This is an optimization exercise on Yosys and OpenROAD, whose aim is small area, a short achievable clock period and few clock cycles, not a production implementation.
Only simulation tests tie the RTL to the original design; equivalence was not proved.
No activity file was given, so power comes from the tool's default toggle rates.

## flow/design.v (module list and top-level ports; edited modules follow where they fit)
// module MyDesign: 1128 lines
module MyDesign (
  input   wire dut_run,
  output  reg  dut_busy,
  input   wire reset_b,
  input   wire clk,
  output wire        input_sram_write_enable,
  output wire [11:0] input_sram_write_addresss,
  output wire [15:0] input_sram_write_data,
  output reg  [11:0] input_sram_read_address,
  input  wire [15:0] input_sram_read_data,
  output reg         output_sram_write_enable,
  output reg  [11:0] output_sram_write_addresss,
  output reg  [15:0] output_sram_write_data,
  output wire [11:0] output_sram_read_address,
  input  wire [15:0] output_sram_read_data,
  output reg         scratchpad_sram_write_enable,
  output wire [11:0] scratchpad_sram_write_addresss,
  output wire [15:0] scratchpad_sram_write_data,
  output wire [11:0] scratchpad_sram_read_address,
  input  wire [15:0] scratchpad_sram_read_data,
  output wire        weights_sram_write_enable,
  output wire [11:0] weights_sram_write_addresss,
  output wire [15:0] weights_sram_write_data,
  output wire [11:0] weights_sram_read_address,
  input  wire [15:0] weights_sram_read_data
);
  // ...
==> flow/flow/run.sh <==
#!/bin/bash
# Standard layout, with one netlist pass between synthesis and floorplan:
# flow/polarity.py removes inverters between full adders (a full adder is
# self-dual, so it can take its inputs in the other polarity). Registers and
# all other logic stay as the standard synthesis made them. Every port still
# gets a buffer, of a faster cell (buf_2) than the one buffer_ports picks.
set -uo pipefail
W=$PWD
R=$W/orfs/results/$FLOW_PLATFORM/MyDesign/base
LIB=$FLOW_HOME/platforms/$FLOW_PLATFORM/lib/sky130_fd_sc_hd__tt_025C_1v80.lib

bash standard.sh synth > $W/synth.log 2>&1 || { echo "synthesis failed"; exit 1; }

cp $R/1_2_yosys.v $W/1_2_yosys.standard.v
if python3 flow/polarity.py $W/1_2_yosys.standard.v $W/1_2_yosys.polarity.v "$LIB" > $W/polarity.log 2>&1; then
  # the synthesis netlist is now newer than 1_synth.odb: make rebuilds it
  cp $W/1_2_yosys.polarity.v $R/1_2_yosys.v
  echo "polarity pass applied"
else
  echo "polarity pass failed, keeping the standard netlist"
fi

bash standard.sh "BUFFER_PORTS_ARGS=-buffer_cell sky130_fd_sc_hd__buf_2" finish > $W/finish.log 2>&1 || { echo "layout failed"; exit 1; }
==> flow/flow/polarity.py <==
#!/usr/bin/env python3
"""Removes inverters between full adders in a mapped sky130 netlist.

A full adder is self-dual: FA(~a, ~b, ~c) = (~cout, ~sum). Each full adder may
therefore be flipped (its inputs taken in the other polarity, its outputs then
carrying the complements), and each xor2/xnor2 gate may be swapped for the
other. This picks flips that need fewest inverters, then rewires the netlist:
every inverter is replaced by at most one inverter per signal that some pin
needs in the other polarity. Registers, ports and all other cells are kept.

usage: polarity.py IN.v OUT.v LIBERTY
"""
import re, sys, random, collections

src, dst, lib = sys.argv[1], sys.argv[2], sys.argv[3]

# pin directions from the liberty file
outpins = collections.defaultdict(set)
cell = None
pin = None
for line in open(lib):
    m = re.match(r'\s*cell\s*\(\s*"?([\w]+)"?\s*\)', line)
    if m:
        cell = m.group(1); continue
    m = re.match(r'\s*pin\s*\(\s*"?([\w]+)"?\s*\)', line)
    if m:
        pin = m.group(1); continue
    m = re.match(r'\s*direction\s*:\s*"?(\w+)"?', line)
    if m and cell and pin:
        if m.group(1) == 'output':
            outpins[cell].add(pin)

text = open(src).read()
mod_start = text.index('module ')
body_start = text.index(');', mod_start) + 2
end = text.rindex('endmodule')
header = text[:body_start]
body = text[body_start:end]

inst_re = re.compile(r'((?:\s*\(\*[^*]*\*\))*)\s*(sky130_fd_sc_hd__\w+)\s+(\S+)\s*\((.*?)\);', re.S)
pin_re = re.compile(r'\.(\w+)\(\s*([^()]*?)\s*\)')

decls = []
cells = []
pos = 0
for m in inst_re.finditer(body):
    decls.append(body[pos:m.start()])
    pos = m.end()
    attrs, typ, name, pins = m.group(1), m.group(2), m.group(3), m.group(4)
    cells.append({'attrs': attrs, 'type': typ, 'name': name,
                  'pins': [(p, n) for p, n in pin_re.findall(pins)]})
decls.append(body[pos:])
decl_text = ''.join(decls)
assert 'assign' not in decl_text, 'assign statements not handled'

ports = set()
for m in re.finditer(r'^\s*(input|output)\s+(?:\[(\d+):(\d+)\]\s+)?(\S+);', header + decl_text, re.M):
    d, hi, lo, nm = m.groups()
    if hi is None:
        ports.add(nm)
    else:
        for i in range(int(lo), int(hi) + 1):
            ports.add('%s[%d]' % (nm, i))

def is_inv(c):
    return re.match(r'sky130_fd_sc_hd__(clk)?inv_\d+$', c['type']) is not None
def is_fa(c):
    return c['type'].startswith('sky130_fd_sc_hd__fa_')
def is_x(c):
    return re.match(r'sky130_fd_sc_hd__x(n)?or2_\d+$', c['type']) is not None

driver = {}
for c in cells:
    for p, n in c['pins']:
        if p in outpins[c['type']]:
            driver[n] = (c, p)

def lit(n):
    par = 0
    while n in driver and is_inv(driver[n][0]) and n not in ports:
        c = driver[n][0]
        n = dict(c['pins'])['A']
        par ^= 1
    # a port driven by an inverter stays as it is: treat the port as a base
    return n, par

# flippable drivers: full adders and xor/xnor gates, unless they drive a port
flip = {}
for c in cells:
    if is_fa(c) or is_x(c):
        outs = [n for p, n in c['pins'] if p in outpins[c['type']]]
        flip[c['name']] = 0 if not any(n in ports for n in outs) else None

def avail(base):
    d = driver.get(base)
    if d is None:
        return 0
    f = flip.get(d[0]['name'])
    return f if f else 0

# requirements: (cell, pin) -> (base, parity required before flips)
req = []
xin = []   # inputs of xor/xnor gates: any polarity will do (the gate type absorbs it)
for c in cells:
    if is_inv(c):
        continue
    for p, n in c['pins']:
        if is_x(c) and p not in outpins[c['type']]:
            if not (re.match(r"\d+'", n) or n == ''):
                b, par = lit(n)
                xin.append((c, p, b, par))
            continue
        if p in outpins[c['type']]:
            continue
        if re.match(r"\d+'", n) or n == '':
            continue
        b, par = lit(n)
        req.append((c, p, b, par))
# inverters that drive ports are kept: their input is a requirement
keep_inv = [c for c in cells if is_inv(c) and dict(c['pins'])['Y'] in ports]
for c in keep_inv:
    b, par = lit(dict(c['pins'])['A'])
    req.append((c, 'A', b, par))

def need(c, par):
    if is_fa(c) and flip.get(c['name']):
        return par ^ 1
    return par

def cost():
    s = set()
    for c, p, b, par in req:
        q = need(c, par)
        if q != avail(b):
            s.add(b)
    return len(s)

# local search over FA flips and xor swaps
by_cell = collections.defaultdict(list)
by_base = collections.defaultdict(list)
for r in req:
    by_cell[r[0]['name']].append(r)
    by_base[r[2]].append(r)
outs_of = {c['name']: [n for p, n in c['pins'] if p in outpins[c['type']]] for c in cells}

def local(name):
    # requirements touched by flipping `name`: its own inputs (FA) and users of its outputs
    bases = set()
    for r in by_cell[name]:
        bases.add(r[2])
    for n in outs_of[name]:
        bases.add(n)
    tot = 0
    for b in bases:
        a = avail(b)
        if any(need(c, par) != a for c, p, bb, par in by_base[b]):
            tot += 1
    return tot

cands = [n for n, f in flip.items() if f is not None]
before = cost()
random.seed(1)
def descend():
    for it in range(50):
        changed = 0
        random.shuffle(cands)
        for n in cands:
            c0 = local(n)
            flip[n] ^= 1
            c1 = local(n)
            if c1 < c0 or (c1 == c0 and random.random() < 0.3):
                changed += c1 < c0
            else:
                flip[n] ^= 1
        if not changed:
            break
descend()
best = cost(); best_flip = dict(flip)
for rnd in range(30):
    # perturb: flip a few random adders and descend again
    for n in random.sample(cands, max(1, len(cands) // 20)):
        flip[n] ^= 1
    descend()
    c = cost()
    if c < best:
        best = c; best_flip = dict(flip)
    else:
        flip.clear(); flip.update(best_flip)
after = cost()
ninv = sum(1 for c in cells if is_inv(c))
sys.stderr.write('inverters: %d before, %d needed after (%d kept on ports); flips %d\n'
                 % (ninv, after, len(keep_inv), sum(1 for f in flip.values() if f)))

# rewrite
newinv = {}
extra = []
def net_for(b, q):
    if q == avail(b):
        return b
    if b not in newinv:
        k = len(newinv)
        y = 'polinv_%d_y' % k
        newinv[b] = y
        extra.append((k, b, y))
    return newinv[b]

out_cells = []
pinmap = {}
xin_by_cell = collections.defaultdict(list)
for r in xin:
    xin_by_cell[r[0]['name']].append(r)
for c in cells:
    if is_inv(c) and c not in keep_inv:
        continue
    if is_x(c):
        dev = flip.get(c['name']) or 0
        for cc, p, b, par in xin_by_cell.get(c['name'], []):
            dev ^= avail(b) ^ par
            pinmap[(c['name'], p)] = b
        t = c['type']
        if dev:
            if '__xor2_' in t:
                c['type'] = t.replace('__xor2_', '__xnor2_')
                c['rename'] = {'X': 'Y'}
            else:
                c['type'] = t.replace('__xnor2_', '__xor2_')
                c['rename'] = {'Y': 'X'}
    out_cells.append(c)
for c, p, b, par in req:
    pinmap[(c['name'], p)] = net_for(b, need(c, par))

lines = [header, decl_text.rstrip('\n') + '\n']
for k, b, y in extra:
    lines.append('  wire %s;\n' % y)
for c in out_cells:
    ps = []
    for p, n in c['pins']:
        n2 = pinmap.get((c['name'], p), n)
        ps.append('    .%s(%s%s)' % (c.get('rename', {}).get(p, p), n2, ' ' if n2.startswith('\\') else ''))
    lines.append('%s\n  %s %s (\n%s\n  );\n' % (c['attrs'], c['type'], c['name'], ',\n'.join(ps)))
for k, b, y in extra:
    lines.append('  sky130_fd_sc_hd__inv_1 polinv_%d (\n    .A(%s%s),\n    .Y(%s)\n  );\n' % (k, b, ' ' if b.startswith('\\') else '', y))
lines.append('endmodule\n')
open(dst, 'w').write(''.join(lines))
if len(sys.argv) > 4:
    st = collections.Counter()
    for c, p, b, par in req:
        if need(c, par) != avail(b):
            d = driver.get(b)
            dt = d[0]['type'].split('__')[1] + '.' + d[1] if d else 'port'
            st[(dt, c['type'].split('__')[1], 'flippable' if flip.get(d[0]['name'] if d else '') is not None else 'fixed')] += 1
    for k, v in st.most_common(25):
        sys.stderr.write('%s %d\n' % (k, v))
==> flow/standard.sh <==
#!/bin/bash
# synth_recipe.tcl (not shown) runs the flow's synth.tcl, then flattens the netlist and writes it again
# the make line also repeats each setting of config.mk as NAME=value (left out here)
make -C /OpenROAD-flow-scripts/flow DESIGN_CONFIG=/design/flow/config.mk WORK_HOME=/design/flow/orfs CLKGATE_MAP_FILE= SYNTH_SCRIPT=/design/flow/synth_recipe.tcl "${@:-finish}"
==> flow/config.mk <==
export PLATFORM = sky130hd
export DESIGN_NAME = MyDesign
export DESIGN_NICKNAME = MyDesign
export VERILOG_FILES = /design/flow/design.v
export SDC_FILE = /design/flow/constraint.sdc
export NUM_CORES = 4
export LEC_CHECK = 0
export ABC_AREA = 1
export CAP_MARGIN = 50
export CORE_MARGIN = 2
export CORE_UTILIZATION = 60
export CTS_BUF_LIST = sky130_fd_sc_hd__clkbuf_16
export CTS_CLUSTER_DIAMETER = 80
export CTS_CLUSTER_SIZE = 16
export SLEW_MARGIN = 70
==> flow/constraint.sdc <==
create_clock -name core_clock -period 10.0 [get_ports {clk}]
set_input_delay 2.0000 -clock core_clock [delete_from_list [all_inputs] [get_ports {clk}]]
set_output_delay 2.0000 -clock core_clock [all_outputs]
set_load 0.01 [all_outputs]
==> summary.md, run 1 <==
| Metric | Value |
|---|---|
| Non-clock buffer share | `0.0420` |
| RR Endpoint | `uo_r8_9` |
| Hold Slack | `0.328 ns` |
| Vias per inst | `5.95` |
| Power in combinational cells | `10.8 mW` |
| Crit path max-delay family | `flip-flops` |
| Worst skew pair latency | `0.68 ns` |
| Data arrival, critical path | `1.23 ns` |
| Setup TNS | `0 ns` |
| CP cell instances | `buf_2` |
| Inverter count | `531` |
| Postcts setup bufs | `0` |
| Max Cap Viol | `0` |
| Min-delay src | `ue_r2_2` |
| Routed WL per cell | `25.1 um` |
| Outcome | `no timing/DRC/antenna violations` |
| Worst-case clock buffer depth | `3` |
| Worst slack, placed | `6.41 ns` |
| Final Hold Fails | `0` |
| Yosys warns | `1` |
| Final Cycle Share | `0.323` |
| VDD IR max | `0.519 mV` |
| DRC | `0` |
| Signal buffers | `380` |
| Comb_multi_in | `3143` |
| DRT met1 WL | `60.1 mm` |
| Most frequent cells in the layout | `fa_1, xor2_1, inv_1` |
| Gr usage total | `0.362` |
| Chip Height | `287 um` |
| Chip width | `287 um` |
| CTS buffer count | `55` |
| Total iterations of the first detailed-routing run | `10` |
| Antenna cells | `9` |
| Lkg Pwr | `22.9 nW` |
Testbench counts, summed over its fixed seeds: cycles 34,066.
==> run 2: changes to the inputs <==
--- a/flow/design.v
+++ b/flow/design.v
@@ -211,26 +211,27 @@
       ed <= {ed[2:0], stop};
       scratchpad_sram_write_enable <= dv1;
     end
     phi1 <= phi; w1 <= w;
     ph2 <= phi1;              
     wa2 <= ~{phi1, w1};
   end
   assign scratchpad_sram_write_addresss = {7'd0, wa2};
-  reg [15:0] ri1, ri2, rs1, rs2;
+  reg [15:0] ri1, ri1n, ri2n, rs1n, rs2n;
   always @(posedge clk) begin
-    ri1 <= input_sram_read_data; ri2 <= ri1;
-    rs1 <= scratchpad_sram_read_data; rs2 <= rs1;
+    ri1 <= input_sram_read_data;
+    ri1n <= ~input_sram_read_data; ri2n <= ri1n;
+    rs1n <= ~scratchpad_sram_read_data; rs2n <= rs1n;
   end
   assign scratchpad_sram_write_data = ri1;
-  wire [7:0] in0 = ph2 ? rs2[7:0] : rs1[15:8];
-  wire [7:0] in1 = ph2 ? rs1[7:0] : scratchpad_sram_read_data[15:8];
-  wire [7:0] in2 = ph2 ? ri2[7:0] : ri1[15:8];
-  wire [7:0] in3 = ph2 ? ri1[7:0] : input_sram_read_data[15:8];
+  wire [7:0] in0 = ph2 ? ~rs2n[7:0] : ~rs1n[15:8];
+  wire [7:0] in1 = ph2 ? ~rs1n[7:0] : scratchpad_sram_read_data[15:8];
+  wire [7:0] in2 = ph2 ? ~ri2n[7:0] : ~ri1n[15:8];
+  wire [7:0] in3 = ph2 ? ~ri1n[7:0] : input_sram_read_data[15:8];
   reg [7:0] w0_0, w0_1, w0_2, w1_0, w1_1, w1_2, w2_0, w2_1, w2_2, w3_0, w3_1, w3_2;
   always @(posedge clk) begin
     w0_0 <= w0_1; w0_1 <= w0_2; w0_2 <= ~in0;
     w1_0 <= w1_1; w1_1 <= w1_2; w1_2 <= ~in1;
     w2_0 <= w2_1; w2_1 <= w2_2; w2_2 <= ~in2;
     w3_0 <= w3_1; w3_1 <= w3_2; w3_2 <= ~in3;
   end
   wire ue_0, ue_1; assign {ue_1, ue_0} = {1'b0, (~ngn0[0] ^ (~onn0[0] & ~w0_0[0]))} + {1'b0, (~ngn1[0] ^ (~onn1[0] & ~w0_1[0]))} + {1'b0, (~ngn2[0] ^ (~onn2[0] & ~w0_2[0]))};
==> run 2 against run 1 <==
Clock skew rose by 0.013 ns. Flip-flop and latch count is 16 higher. Synthesized area grew 1.1%. Count of clock-buffer cells in the layout unchanged. Final cell count up 1.8%. Die area is 1.1% higher. Hold slack improved by 0.00062 ns. Setup slack improved by 0.059 ns. Highest routed layer is now met4.
==> summary.md, run 2 <==
| Metric | Value |
|---|---|
| Setup Skew | `0.0817 ns (was 0.0683 ns)` |
| Power per Cell Area | `340 nW/um2 (was 343 nW/um2)` |
| Cts hold-fix bufs | `0 (unchanged)` |
| Mapped Cells | `4869 (was 4772)` |
| Worst setup EP type | `register (was primary output)` |
| Lkg Pwr | `23.3 nW (was 22.9 nW)` |
| Antenna viol nets, final | `0 (unchanged)` |
| Vias in the first global route | `35400 (was 34600)` |
| Number of buffers added on ports | `120 (unchanged)` |
| Largest net degree at the start of global routing | `47 (was 48)` |
| Postcts setup bufs | `0 (unchanged)` |
| # rows | `104 (was 103)` |
| CTS buffer count | `56 (was 55)` |
| Synthesis-to-layout area growth | `7.51% (was 7.36%)` |
| Starting density of the core | `0.604 (was 0.607)` |
| Worst skew pair latency | `0.69 ns (was 0.68 ns)` |
| CTS tree | `built (unchanged)` |
| Setup violations, final | `0 (unchanged)` |
| Mapped Area | `48500 um2 (was 48000 um2)` |
| Routed WL per cell | `25.1 um (about the same)` |
| Die area | `83100 um2 (was 82200 um2)` |
| Least-Margin Pin Slew | `0.509 ns` |
| Switch share | `0.454 (was 0.456)` |
| VDD IR max | `0.429 mV (was 0.519 mV)` |
| Chip width | `288 um (was 287 um)` |
| # clock sinks | `731 (was 715)` |
| Total wire length | `151 mm (was 148 mm)` |
| Hold Slack | `0.329 ns (was 0.328 ns)` |
| Yosys warns | `1 (unchanged)` |
| Syn avg cell area | `9.96 um2 (was 10.1 um2)` |
| Max Slew Vio Count | `0 (unchanged)` |
| Critical Path RT | `10.53 ns (was 8.00 ns)` |
| Initial antenna violation count | `3 (unchanged)` |
| Chip Height | `288 um (was 287 um)` |
| Gr usage total | `0.366 (was 0.362)` |
| Cts repair resizes | `0 (unchanged)` |
| Min cycle time layout | `3.17 ns (was 3.23 ns)` |
| Worst-case clock buffer depth | `3 (unchanged)` |
| Data arrival, critical path | `3.70 ns (was 1.23 ns)` |
| Final Hold Fails | `0 (unchanged)` |
| DR vias | `36000 (was 35200)` |
| Most frequent cells in the layout | `fa_1, inv_1, xor2_1 (was fa_1, xor2_1, inv_1)` |
| Initial DRC count | `4925 (was 5078)` |
| Combinational Power Share | `0.609 (was 0.614)` |
| Clock Tree Root | `clkbuf_16 (unchanged)` |
| Vias per inst | `5.98 (was 5.95)` |
| DRC | `0 (unchanged)` |
| Reg power frac | `0.271 (was 0.266)` |
| Clk network pwr share | `0.120 (about the same)` |
| Int Pwr | `9.67 mW (was 9.61 mW)` |
| Top Registers | `ue_c0 (18), ue_c1 (18), uo_c0 (18) (unchanged)` |
| Total iterations of the first detailed-routing run | `6 (was 10)` |
| Htree depth | `2 (unchanged)` |
| IO Count | `232 (unchanged)` |
| Global-route wire length before repair | `221 mm (was 219 mm)` |
| Post-DP HPWL | `118 mm (was 115 mm)` |
| GR Overflow Total | `0 (unchanged)` |
| Setup TNS | `0 ns (unchanged)` |
| Critical Path Start Type | `primary input (was register)` |
| Fin nets | `5725 (was 5624)` |
| Max Cap Viol | `0 (unchanged)` |
| Unrepaired setup endpoints after global routing | `no (unchanged)` |
| Outcome | `no timing/DRC/antenna violations (unchanged)` |
| Core area | `80300 um2 (was 79000 um2)` |
| Crit-path max FO | `46 (was 3)` |
| Hold Path Class | `register to register (unchanged)` |
| Final Cycle Share | `0.317 (was 0.323)` |
| Slew headroom | `0.660` |
| Max Freq | `315 MHz (was 309 MHz)` |
| Placer Congestion | `0.985 (was 0.967)` |
| Commonest non-fill, non-tap cell in the layout | `fa_1 (unchanged)` |
| Reg clk slew, reported paths | `0.07 ns (about the same)` |
| Share of layout cells above drive strength 1 | `0.120 (was 0.118)` |
| P_sw | `8.05 mW (was 8.07 mW)` |
| Setup CP Type | `primary input to register (was register to primary output)` |
## run 2: through the flow
stage / total power, mW / setup slack, ns / cells / util / cell area, um2
2_1_floorplan: 11.6 / 6.34 / 4963 / - / 48900
3_3_place_gp: 15.5 / 5.99 / 5717 / 0.610 / 48900
3_5_place_dp: 15.8 / 6.32 / 5926 / 0.627 / 50300
4_1_cts: 17.9 / 6.82 / 6016 / 0.648 / 52000
5_1_grt: 19.5 / 6.67 / 6019 / 0.649 / 52100
6_report: 17.7 / 6.83 / 6020 / 0.649 / 52100
## run 2: power by group through the flow
stage	clock network, mW	registers [mW]	logic, mW
after floorplan	0	4.45	7.20
after global routing	2.27	4.86	12.3
final	2.12	4.80	10.8
after detailed placement	0	4.83	11.0
after CTS	2.17	4.76	11.0
after global placement	0	4.85	10.7
## run 2: worst paths after layout
check | start | cells past startpoint | to | slack (ns)
min | uo_r2_2 | 0 | uo_c1[2] | 0.33
max | reset_b | 7 | waddrn[1] | 6.83
min reg2reg | uo_r2_2 | 0 | uo_c1[2] | 0.33
max reg2reg | onn4[2] | 8 | ue_r8_7 | 6.84
## run 2: layout make-up
cell class                      instances  area [um2]
Antenna cell                            1        2.50
Sequential cell                       731       16100
Inverter                              577        2170
Multi-Input combinational cell       3176       28600
Timing Repair Buffer                  385        2270
Clock buffer                           57        1430
Fill cell                            6635       28100
Clock inverter                         33         235
Tap cell                             1060        1330
## run 2: layer usage
| metal | part of all wire | track usage | up-vias | wire (um) |
|---|---|---|---|---|
| li1 | - | - | 15500 | - |
| met1 | 0.40 | 0.519 | 17300 | 60500 |
| met2 | 0.39 | 0.500 | 2794 | 59700 |
| met3 | 0.15 | 0.138 | 358 | 22900 |
| met4 | 0.054 | 0.159 | 0 | 8120 |
| met5 | 0 | 0.00284 | - | 0 |
## run 2: worst max-delay path, cell delays in order
cell      delay, ns
buf_2          0.08
buf_6          0.34
inv_1          0.16
nor2_4         0.28
clkinv_1       0.41
nor3_1         0.33
inv_1          0.06
Testbench counts of run 2, summed over its fixed seeds: cycles 34,066.

==> afterwards: timing with drivers on the ports <==
How much do the figures lean on ideal ports? The routed layouts below were timed once more, with nothing changed but the port constraints.
Step 1, drivers: a clkbuf_16 drives clk and a buf_2 each remaining input, both assumed.
Step 2 moves the port delays by t, midway between the first and last clock arrival at a register: inputs arrive t later, outputs are due t later. That takes back most of the time a late clock gives input paths.
a / b / c = ideal ports / drivers / drivers and shift; a / b = the first two.
| run | t (ns) | slack for setup (ns) | worst setup path at the end | worst slew at a driven data input, ns |
|---|---|---|---|---|
| run 1 | 0.720 | 6.768 / 6.693 / 6.400 | input to register | 0.04 |
| run 2 | 0.713 | 6.827 / 6.800 / 6.163 | input to register | 0.04 |
After both steps every run listed still meets setup and hold. The setup slack of run 2, which loses most, moves by -0.027 ns with the drivers and by -0.664 ns with both steps.
